Background: an optimization exercise with open tools, aiming at small area, a short achievable clock period and few clock cycles per item. Do not read the settings as production practice. In this exercise RTL edits were held to simulation tests only and were not proved equivalent to the original. Power and IR drop assume default switching activity.

## flow/design.v (module list and top-level ports; edited modules follow where they fit)
// module rsa_fa: 4 lines
// module rsa_han: 4 lines
// module rsa_or2: 1 lines
// module rsa_xor2: 1 lines
// module rsa_xnor2: 1 lines
// module rsa_nand2: 1 lines
// module rsa_nor2: 1 lines
// module rsa_inv: 1 lines
// module rsa_aoi21: 1 lines
// module rsa_oai21: 1 lines
// module rsa_qn: 69 lines
// module rsa_add: 1339 lines
// module rsa_mulcs: 76 lines
// module Rsa256Core: 5161 lines
module Rsa256Core (
  input          i_clk,
  input          i_rst,
  input          i_start,
  input  [255:0] i_a,
  input  [255:0] i_d,
  input  [255:0] i_n,
  output [255:0] o_a_pow_d,
  output         o_finished
);
  // ...
==> flow/flow/run.sh <==
#!/bin/bash
# Own layout flow: the standard synthesis, then the standard ORFS layout steps with
# repair_timing aiming for extra setup slack (the clock and constraints are unchanged).
set -uo pipefail
KNOBS=$(cat flow/knobs.txt 2>/dev/null || echo "SETUP_SLACK_MARGIN=10")
[[ -f flow/env.sh ]] && source flow/env.sh
bash standard.sh synth > synth.log 2>&1 || { tail -50 synth.log; exit 1; }
bash standard.sh $KNOBS finish > layout.log 2>&1 || { tail -50 layout.log; exit 1; }
==> flow/flow/env.sh <==
export BUFFER_PORTS_ARGS="-buffer_cell sky130_fd_sc_hd__buf_4"
==> flow/flow/knobs.txt <==
SETUP_SLACK_MARGIN=11.25 SLEW_MARGIN=50
==> flow/standard.sh <==
#!/bin/bash
# synth_recipe.tcl (not shown) runs the flow's synth.tcl, then flattens the netlist and writes it again
# the make line also repeats each setting of config.mk as NAME=value (left out here)
make -C /OpenROAD-flow-scripts/flow DESIGN_CONFIG=/design/flow/config.mk WORK_HOME=/design/flow/orfs CLKGATE_MAP_FILE= SYNTH_SCRIPT=/design/flow/synth_recipe.tcl "${@:-finish}"
==> flow/config.mk <==
export PLATFORM = sky130hd
export DESIGN_NAME = Rsa256Core
export DESIGN_NICKNAME = Rsa256Core
export VERILOG_FILES = /design/flow/design.v
export SDC_FILE = /design/flow/constraint.sdc
export NUM_CORES = 8
export LEC_CHECK = 0
export CAP_MARGIN = 20
export CORE_MARGIN = 2
export CORE_UTILIZATION = 48
export SETUP_SLACK_MARGIN = 0.5
export SLEW_MARGIN = 20
export SYNTH_HIERARCHICAL = 1
==> flow/constraint.sdc <==
create_clock -name core_clock -period 16.0 [get_ports {i_clk}]
set_input_delay 3.2000 -clock core_clock [delete_from_list [all_inputs] [get_ports {i_clk}]]
set_output_delay 3.2000 -clock core_clock [all_outputs]
set_load 0.01 [all_outputs]
==> qor.txt, run 1 <==
Fmax: 0.2075 GHz
required time at the worst-slack endpoint: 12.80 ns
count of inverters not on the clock network in the layout: 144
via count normalized by instance count: 6.550
area of the multi-input gates: 0.1538 mm2
leading cell types in the layout, fill and taps excluded: 5,118 x sky130_fd_sc_hd__nand2_1, 4,360 x sky130_fd_sc_hd__fa_1, 1,318 x sky130_fd_sc_hd__buf_4
Sequential cell area: 0.04649 mm2
number of nets still failing antenna checks after routing: 0
CTS Hold Bufs: 0
DP Cell Count: 23,768
Placer Congestion: 0.9917
cell family contributing the most delay on the critical path: flip-flops
maximum number of pins on one net before global-route repair: 126
biggest cell category by area in the final layout: multi-input combinational cells
number of stages on the worst hold path: 0
setup slack of the critical path after layout: 11.18 ns
post-cts repair resize count: 731
critical path, cell by cell: buf_12, buf_8
deepest level of the CTS H-tree: 4
part of the total power dissipated in combinational logic: 0.461
Crit. Startpoint: B[3]
switching part of the total power: 0.3849
DIE WIDTH: 660.2 um
Clock power frac: 0.265
internal power: 12.80 mW
power spent charging and discharging nets: 8.010 mW
Hold Crit Class: register to register
clock root buffer: sky130_fd_sc_hd__clkbuf_16
Post-Place Cell Area: 0.2168 mm2
die height: 660.2 um
CTS Sinks: 1,824
seq_cells: 1,824
run status: no timing/DRC/antenna violations
DR vias: 161,263
fraction of met2 tracks used by global routing: 0.5935
flop-to-flop setup slack: 11.27 ns
average cell area after synthesis: 11.04 um2
number of warnings reported in the yosys synthesis log: 7
Setup Skew: 0.1240 ns
post-CTS setup buffer count: 317
data arrival time at the worst-slack endpoint: 1.62 ns
post-layout utilization of the core: 0.5431
Testbench counts, summed over its fixed seeds: cycles 302,996, ops 24.
==> run 2, diff against run 1 <==
--- a/flow/design.v
+++ b/flow/design.v
@@ -1511,16 +1511,17 @@
   localparam OP_SQ = 4'd0, OP_MUL1 = 4'd1, OP_MUL3 = 4'd2, OP_PRE = 4'd3, OP_OUT = 4'd4, OP_DONE = 4'd5,
              OP_FSQ = 4'd6, OP_FMUL = 4'd8, OP_GOSCAN = 4'd9, OP_NONE = 4'd15;
   reg         st_idle, st_cl, st_ca, st_scan, st_setup, st_mont, st_sh;
   reg         ph_in, ph_nt, ph_fr;
   reg         fin_r;
   reg  [3:0]  op;           
   reg  [3:0]  mulpend;      
   reg         fast, fpend, wr_a;
+  reg         fstart;       
   reg  [1:0]  fcnt;
   reg         sqleft;       
   reg         pre_bit;      
   reg         wr_a3;        
   reg         keepb;        
   reg         first;        
   reg  [8:0]  cnt;
   reg         last;         
@@ -6504,27 +6505,27 @@
   end
   wire [7:0] dfetch = src_b ? dfb : src_a ? dfa : src_a3 ? df3 : 8'd0;
   wire [23:0] lowP = ~Sn[23:0] + ~Cn[23:0] + {23'd0, ~cinn};
   wire [23:0] bnew = (first || keepb) ? B[23:0] : lowP;
   wire [23:0] dfirst = (op == OP_SQ || op == OP_FSQ) ? bnew : (op == OP_MUL1 || op == OP_PRE || op == OP_FMUL) ? A[23:0] :
                             (op == OP_MUL3) ? A3[23:0] : 24'd1;
   rsa_mulcs u_m0 (.a(dfirst[7:0]), .b(bnew[7:0]), .sn(m0sn), .cn(m0cn));
   wire mont_last = st_mont && (cnt == 34);
-  wire [270:0] aext = {15'd0, (st_idle && i_n[255]) ? {1'b1, 255'd0} : i_a};
+  wire [270:0] aext = {15'd0, i_a};
   wire scan_done = st_scan && scan_ph && (fpend || dbit || idx == 9'd0);
   wire d_zero = st_scan && scan_ph && !fpend && !dbit && idx == 9'd0;
   wire win11 = dbit && dbit1 && idx != 9'd0;
   wire nt_first = ph_nt && (cnt == 0);
   wire nmbit = npr[13];
   wire [279:0] nz = {24'd0, i_n};
   wire [279:0] n2 = {23'd0, i_n, 1'b0};
   wire [279:0] creg = (nz ^ {280{~sgn}}) | {279'd0, 1'b1};
   wire [279:0] cconv = ph_nt ? (nz & {280{nmbit}}) : last ? (n2 & {280{sgn}}) : creg;
-  wire [279:0] sconv = ph_nt ? (nt_first ? 280'd0 : {9'd0, NT, 1'b0}) : {8'd0, A, 1'b0};
+  wire [279:0] sconv = ph_nt ? (nt_first ? 280'd0 : {9'd0, NT, 1'b0}) : fstart ? {23'd1, 256'd0} : {8'd0, A, 1'b0};
   always @(posedge i_clk or posedge i_rst) begin
     if (i_rst) begin
       st_idle <= 1'b1; st_sh <= 1'b0; st_cl <= 1'b0; st_ca <= 1'b0; st_scan <= 1'b0; st_setup <= 1'b0; st_mont <= 1'b0;
       ph_in <= 1'b0; ph_nt <= 1'b0; ph_fr <= 1'b0;
       fin_r <= 1'b0;
     end else begin
       fin_r <= st_ca && ph_fr && last;
       st_idle <= (st_idle && !i_start) || (st_ca && ph_fr && last);
@@ -6543,29 +6544,31 @@
   end
   wire a_en = st_idle || (st_ca && !ph_nt) || (st_setup && (op == OP_DONE || wr_a)) || st_sh || (st_mont && op == OP_FSQ);
   wire [270:0] a_alt = st_sh ? (A >> 14) : aext;
   always @(posedge i_clk) if (a_en) A <= (st_ca || st_setup) ? P : a_alt;
   always @(posedge i_clk) begin
     d_l1 <= dpad[{idx[7:4], 4'd0} +: 17];
     if (st_idle) begin
       fast <= i_n[255];
+      fstart <= i_n[255];
       fpend <= i_n[255];
       wr_a <= 1'b0;
       sgn <= 1'b0;
       cnt <= 0;
       last <= 1'b0;
       idx <= 9'd255;
       scan_ph <= 1'b0;
       F <= 0;
       nu <= i_n[14:1];
       nlo <= i_n[13:0];
       npr <= {1'b1, 13'd0};
     end
     if (st_ca) begin
+      fstart <= 1'b0;
       sgn <= P[270];
       if (ph_nt) NT <= P[269:0];
       if (ph_fr) F <= F << 1;
       cnt <= last ? 0 : cnt + 1'b1;
       last <= ph_in ? (cnt == (fast ? 32 : 270)) : ph_nt ? (cnt == 12) : (cnt == 13);
       if (last && !ph_nt) B <= P;
       if (ph_in && cnt < 13) begin
         npr <= {~nu[0], npr[13:1]};
==> flow/flow/knobs.txt (replaced) <==
SETUP_SLACK_MARGIN=11.4 SLEW_MARGIN=50
==> qor.txt, run 2 <==
Die Area: 0.4363 mm2 (was 0.4359 mm2)
detailed router's first-iteration violation count: 22,298 (was 20,118)
Crit. Startpoint: B[3] (unchanged)
count of max-cap constraint violations: 0 (unchanged)
number of antenna violations at the first check in global routing: 67 (was 65)
wire length of the first global-routing pass: 1,273,000 um (was 1,257,000 um)
average cell area after synthesis: 11.09 um2 (was 11.04 um2)
DIE WIDTH: 660.5 um (was 660.2 um)
Fmax: 0.2085 GHz (was 0.2075 GHz)
Tot GR Track Use: 0.4139 (was 0.4065)
maximum resistive drop on vdd: 0.1009 mV (was 0.08030 mV)
Setup violations, final: 0 (unchanged)
clock tree from TritonCTS: built (unchanged)
Routed WL per cell: 37.38 um (was 36.36 um)
clock insertion delay at the later pin of the skew report: 1.03 ns (was 1.02 ns)
switching part of the total power: 0.3828 (was 0.3849)
DR vias: 164,382 (was 161,263)
Fin. Hold Viols: 0 (unchanged)
kind of end point of the critical path: primary output (unchanged)
Final Power: 19.43 mW (was 20.81 mW)
flop-to-flop setup slack: 11.21 ns (was 11.27 ns)
residual overflow from global routing: 0 (unchanged)
clock root buffer: sky130_fd_sc_hd__clkbuf_16 (unchanged)
max-slew violation count: 0 (unchanged)
type of origin of the critical path: register (unchanged)
crit path kind: register to primary output (unchanged)
cts bufs inserted: 222 (was 219)
count of standard-cell rows: 241 (was 240)
clk slew on worst S/H paths: 0.06 ns (about the same)
Reg2Reg Launch Point: q[4] (was dig[0])
required time at the worst-slack endpoint: 12.80 ns (about the same)
hold path startpoint: pre_bit (was st_cl)
sequential share of power: 0.290 (was 0.274)
number of ports placed on the die boundary: 1,028 (unchanged)
setup slack after placement: 10.15 ns (was 10.11 ns)
max_slew headroom: 0.4465 (was 0.4068)
residual DRC count: 0 (unchanged)
Pwr Density: 81.56 mW/mm2 (was 89.53 mW/mm2)
detailed-router iteration count before antenna repair: 9 (was 7)
post-layout utilization of the core: 0.5539 (was 0.5431)
Area Growth Syn to Fin: 15.14% (was 12.45%)
CTS Hold Bufs: 0 (unchanged)
largest buffer count on any clock path: 4 (unchanged)
number of nets still failing antenna checks after routing: 0 (unchanged)
RSZ-0062 raised after global routing: yes (unchanged)
Clock power frac: 0.281 (was 0.265)
critical path, cell by cell: buf_12, buf_8 (unchanged)
area of the multi-input gates: 0.1553 mm2 (was 0.1538 mm2)
post-synthesis instance total: 18,649 (was 18,720)
setup slack of the critical path after layout: 11.20 ns (was 11.18 ns)
sum of net half-perimeters after detailed placement: 620,900 um (was 640,600 um)
die height: 660.5 um (was 660.2 um)
most common library cell in the layout ignoring fill and taps: sky130_fd_sc_hd__nand2_1 (unchanged)
Top Registers: Cn (279), Sn (279) (unchanged)
maximum number of pins on one net before global-route repair: 129 (was 126)
largest fanout of any net on the critical path: 2 (unchanged)
deepest level of the CTS H-tree: 4 (unchanged)
R2R cell count: 14 (unchanged)
number of warnings reported in the yosys synthesis log: 7 (unchanged)
Hold Crit Class: register to register (unchanged)
Final Net Count: 24,582 (was 24,446)
leakage power figure: 84.42 nW (was 82.74 nW)
number of global-route vias before repair: 166,614 (was 166,362)
worst hold slack: 0.4666 ns (was 0.4657 ns)
Placer Congestion: 0.9884 (was 0.9917)
data arrival time at the worst-slack endpoint: 1.60 ns (was 1.62 ns)
final worst path period share: 0.2997 (was 0.3012)
power spent charging and discharging nets: 7.437 mW (was 8.010 mW)
run status: no timing/DRC/antenna violations (unchanged)
final-layout setup total negative slack: 0 ns (unchanged)
leading cell types in the layout, fill and taps excluded: 5,100 x sky130_fd_sc_hd__nand2_1, 4,066 x sky130_fd_sc_hd__fa_1, 1,214 x sky130_fd_sc_hd__buf_4 (was 5,118 x sky130_fd_sc_hd__nand2_1, 4,360 x sky130_fd_sc_hd__fa_1, 1,318 x sky130_fd_sc_hd__buf_4)
slew at the pin with the worst max-slew slack: 0.8216 ns (was 0.8805 ns)
netlist area before placement: 0.2069 mm2 (was 0.2067 mm2)
Sequential cell area: 0.04658 mm2 (was 0.04649 mm2)
internal power: 11.99 mW (was 12.80 mW)
part of the total power dissipated in combinational logic: 0.429 (was 0.461)
CTS Sinks: 1,825 (was 1,824)
min cycle time layout: 4.796 ns (was 4.819 ns)
largest stage delay on the critical path: 0.33 ns (was 0.37 ns)
Total Routed Length: 927,200 um (was 895,000 um)
number of port buffers: 1,027 (unchanged)
share of cells above drive strength 1: 0.2006 (was 0.1706)
Setup Skew: 0.1192 ns (was 0.1240 ns)
slowest stage cell on the critical path: sky130_fd_sc_hd__dfxtp_2 (unchanged)
number of stages on the worst hold path: 1 (was 0)
starting density of the core: 0.4811 (was 0.4830)
via count normalized by instance count: 6.628 (was 6.550)
Core Box Area: 0.4300 mm2 (was 0.4279 mm2)
count of filler cells inserted in the layout: 36,599 (was 37,206)
## run 2: per-layer routing
metal	vias up	part of all wire	GRT usage
met5	-	0.00053	0.003879
met4	46	0.084	0.2830
met3	2855	0.15	0.1526
met2	13330	0.42	0.5824
met1	85850	0.35	0.5313
li1	62301	-	-
## run 2: worst paths after layout
| path | endpoint |
|---|---|
| hold reg to reg | keepb |
| hold / removal | keepb |
| min in group asynchronous | ph_fr |
| setup reg to reg | Cn[69] |
| max in group asynchronous | ph_nt |
| setup / recovery | o_a_pow_d[2] |
## run 2: worst max-delay path: cells and delay by family, from the launching register on
family | cells | cell delay, ns
buf+inv | 2 | 0.28
flops | 1 | 0.33
## run 2: final cells by class
type,count,area share
clock buffer,289,0.02578
antenna,43,0.0004518
sequential,1825,0.1955
inverter,135,0.002248
clock inverter,128,0.006015
tap,5710,0.02999
timing repair buffer,1866,0.08778
multi-input combinational,14807,0.6522
## run 2: repair_timing
item / in CTS / in global routing
pin swaps: 49 / 172
endpoints found under the setup margin: 1660 / 1046
buffers inserted: 356 / 76
gates cloned: 96 / 45
gates resized for setup: 1051 / 507
## run 2: through the flow
stage | cells | area, um2
after detailed placement | 23760 | 217300
final | 24803 | 238200
after global routing | 24767 | 238100
after floorplan | 18652 | 207000
after global placement | 23711 | 215400
after CTS | 24629 | 234100
## run 2: power groups by stage
| stage | Sequential, mW | Combinational [mW] | Clock, mW |
|---|---|---|---|
| 4_1_cts | 5.61 | 7.90 | 5.45 |
| 2_1_floorplan | 5.55 | 4.95 | 0 |
| 3_3_place_gp | 5.82 | 7.47 | 0 |
| 5_1_grt | 5.64 | 8.92 | 5.62 |
| 3_5_place_dp | 5.79 | 7.63 | 0 |
| 6_report | 5.64 | 8.33 | 5.46 |
Testbench counts of run 2, summed over its fixed seeds: cycles 302,996, ops 24.
==> run 3, diff against run 2 <==
==> flow/flow/knobs.txt (replaced) <==
SETUP_SLACK_MARGIN=11.25 SLEW_MARGIN=50
==> qor.txt, run 3 <==
required time at the worst-slack endpoint: 12.80 ns (about the same)
starting density of the core: 0.4811 (unchanged)
maximum number of pins on one net before global-route repair: 129 (unchanged)
max_slew headroom: 0.4269 (was 0.4465)
min cycle time layout: 4.793 ns (was 4.796 ns)
final worst path period share: 0.2996 (was 0.2997)
clock tree from TritonCTS: built (unchanged)
run status: no timing/DRC/antenna violations (unchanged)
largest stage delay on the critical path: 0.33 ns (about the same)
Top Registers: Cn (279), Sn (279) (unchanged)
Setup violations, final: 0 (unchanged)
Setup Skew: 0.1165 ns (was 0.1192 ns)
leading cell types in the layout, fill and taps excluded: 5,109 x sky130_fd_sc_hd__nand2_1, 4,358 x sky130_fd_sc_hd__fa_1, 1,354 x sky130_fd_sc_hd__buf_4 (was 5,100 x sky130_fd_sc_hd__nand2_1, 4,066 x sky130_fd_sc_hd__fa_1, 1,214 x sky130_fd_sc_hd__buf_4)
crit path kind: register to primary output (unchanged)
cts bufs inserted: 222 (unchanged)
number of ports placed on the die boundary: 1,028 (unchanged)
DR vias: 161,745 (was 164,382)
sequential share of power: 0.293 (was 0.290)
largest fanout of any net on the critical path: 2 (unchanged)
Total Routed Length: 901,700 um (was 927,200 um)
via count normalized by instance count: 6.560 (was 6.628)
Pwr Density: 82.17 mW/mm2 (was 81.56 mW/mm2)
Placer Congestion: 0.9884 (unchanged)
detailed-router iteration count before antenna repair: 8 (was 9)
Core Box Area: 0.4300 mm2 (unchanged)
Tot GR Track Use: 0.4034 (was 0.4139)
part of the total power dissipated in combinational logic: 0.422 (was 0.429)
residual DRC count: 0 (unchanged)
Hold Crit Class: register to register (unchanged)
Die Area: 0.4363 mm2 (unchanged)
area of the multi-input gates: 0.1539 mm2 (was 0.1553 mm2)
Routed WL per cell: 36.57 um (was 37.38 um)
leakage power figure: 82.94 nW (was 84.42 nW)
slew at the pin with the worst max-slew slack: 0.8596 ns (was 0.8216 ns)
die height: 660.5 um (unchanged)
netlist area before placement: 0.2069 mm2 (unchanged)
residual overflow from global routing: 0 (unchanged)
clock insertion delay at the later pin of the skew report: 1.02 ns (was 1.03 ns)
slowest stage cell on the critical path: sky130_fd_sc_hd__dfxtp_2 (unchanged)
Area Growth Syn to Fin: 12.82% (was 15.14%)
number of global-route vias before repair: 165,187 (was 166,614)
number of port buffers: 1,027 (unchanged)
detailed router's first-iteration violation count: 21,487 (was 22,298)
count of filler cells inserted in the layout: 37,075 (was 36,599)
worst hold slack: 0.4632 ns (was 0.4666 ns)
critical path, cell by cell: buf_12, buf_8 (unchanged)
Fmax: 0.2086 GHz (was 0.2085 GHz)
share of cells above drive strength 1: 0.1724 (was 0.2006)
number of antenna violations at the first check in global routing: 62 (was 67)
largest buffer count on any clock path: 4 (unchanged)
DIE WIDTH: 660.5 um (unchanged)
type of origin of the critical path: register (unchanged)
clock root buffer: sky130_fd_sc_hd__clkbuf_16 (unchanged)
data arrival time at the worst-slack endpoint: 1.59 ns (was 1.60 ns)
Sequential cell area: 0.04651 mm2 (was 0.04658 mm2)
average cell area after synthesis: 11.09 um2 (unchanged)
count of standard-cell rows: 241 (unchanged)
final-layout setup total negative slack: 0 ns (unchanged)
max-slew violation count: 0 (unchanged)
Final Power: 19.18 mW (was 19.43 mW)
count of max-cap constraint violations: 0 (unchanged)
deepest level of the CTS H-tree: 4 (unchanged)
switching part of the total power: 0.3826 (was 0.3828)
post-synthesis instance total: 18,649 (unchanged)
clk slew on worst S/H paths: 0.06 ns (about the same)
wire length of the first global-routing pass: 1,247,000 um (was 1,273,000 um)
Clock power frac: 0.285 (was 0.281)
power spent charging and discharging nets: 7.338 mW (was 7.437 mW)
Final Net Count: 24,445 (was 24,582)
CTS Sinks: 1,825 (unchanged)
number of warnings reported in the yosys synthesis log: 7 (unchanged)
internal power: 11.84 mW (was 11.99 mW)
RSZ-0062 raised after global routing: yes (unchanged)
number of nets still failing antenna checks after routing: 0 (unchanged)
kind of end point of the critical path: primary output (unchanged)
most common library cell in the layout ignoring fill and taps: sky130_fd_sc_hd__nand2_1 (unchanged)
sum of net half-perimeters after detailed placement: 620,900 um (unchanged)
Fin. Hold Viols: 0 (unchanged)
maximum resistive drop on vdd: 0.09992 mV (was 0.1009 mV)
[run 3: repair_timing]
| item | in CTS | in global routing |
|---|---|---|
| buffers inserted | 302 | 41 |
| pin swaps | 14 | 19 |
| hold buffers | 0 | 0 |
| resized for setup | 683 | 152 |
| endpoints found under the setup margin | 1612 | 610 |
| gates cloned | 55 | 39 |
[run 3: path summary, 6_finish.rpt]
path / startpoint / to / slack, ns / cells after the start
max: B[3] / o_a_pow_d[2] / 11.21 / 2
min reg2reg: pre_bit / keepb / 0.46 / 1
min: pre_bit / keepb / 0.46 / 1
max reg2reg: q[4] / Cn[147] / 11.25 / 13
min in group asynchronous: i_rst / ph_fr / 2.30 / 2
max in group asynchronous: i_rst / st_sh / 13.21 / 2
[run 3: worst max-delay path: cells and delay by family (launching register included)]
kind	cells	cell delay (ns)
buf+inv	2	0.26
flops	1	0.33
[run 3: power by group through the flow]
stage / registers (mW) / clock network, mW / logic, mW
floorplan: 5.55 / 0 / 4.95
global placement: 5.82 / 0 / 7.47
detailed placement: 5.79 / 0 / 7.63
CTS: 5.60 / 5.45 / 7.83
global route: 5.63 / 5.62 / 8.72
finish: 5.63 / 5.46 / 8.09
[run 3: final cells by class]
| cell class | instances | area share |
|---|---|---|
| timing repair buffer | 1729 | 0.07551 |
| clock inverter | 128 | 0.006138 |
| clock buffer | 289 | 0.02631 |
| multi-input combinational | 14807 | 0.6595 |
| inverter | 135 | 0.002268 |
| antenna | 32 | 0.0003431 |
| tap | 5710 | 0.03061 |
| sequential | 1825 | 0.1993 |
[run 3: stage by stage]
step / setup slack [ns] / std cells / cell area, um2 / utilization
global placement: 9.462 / 23711 / 215400 / 0.5009
detailed placement: 10.15 / 23760 / 217300 / 0.5053
floorplan: 10.01 / 18652 / 207000 / -
global route: 11.19 / 24630 / 233300 / 0.5426
CTS: 11.16 / 24534 / 231000 / 0.5373
finish: 11.21 / 24655 / 233400 / 0.5428
[run 3: routing by layer]
layer	up-vias	part of all wire	GRT usage
li1	61951	-	-
met1	84646	0.36	0.5238
met2	12525	0.42	0.5738
met3	2573	0.14	0.1370
met4	50	0.083	0.2675
met5	-	0.00051	0

==> what the ideal ports hide <==
The results above use ideal ports. As a check the final layouts listed here were re-extracted and re-timed, cells and wires unchanged.
Step 1 assumes that a clkbuf_16 drives the clock port and a buf_2 every other input.
Step 2 adds t to the input delays and takes it off the output delays; t is the mean of the earliest and latest rising clock arrival at the registers after step 1. Input paths then give back, and output paths get back, about the clock's delay inside the block.
a / b / c = ideal ports / drivers / drivers and shift; a / b = the first two.
run	t, ns	setup WS [ns]	worst setup path at the end	slew at the worst register clock pin (ns)	pins driven straight from the clock port
run 1	1.086	11.181 / 11.053 / 10.208	input to register	0.07 / 0.07	1
run 2	1.103	11.204 / 11.067 / 11.213	register to register	0.08 / 0.08	1
run 3	1.071	11.207 / 11.097 / 11.247	register to register	0.08 / 0.08	1
After both steps every run listed still meets setup and hold. The setup slack of run 1, which loses most, moves by -0.128 ns with the drivers and by -0.973 ns with both steps.
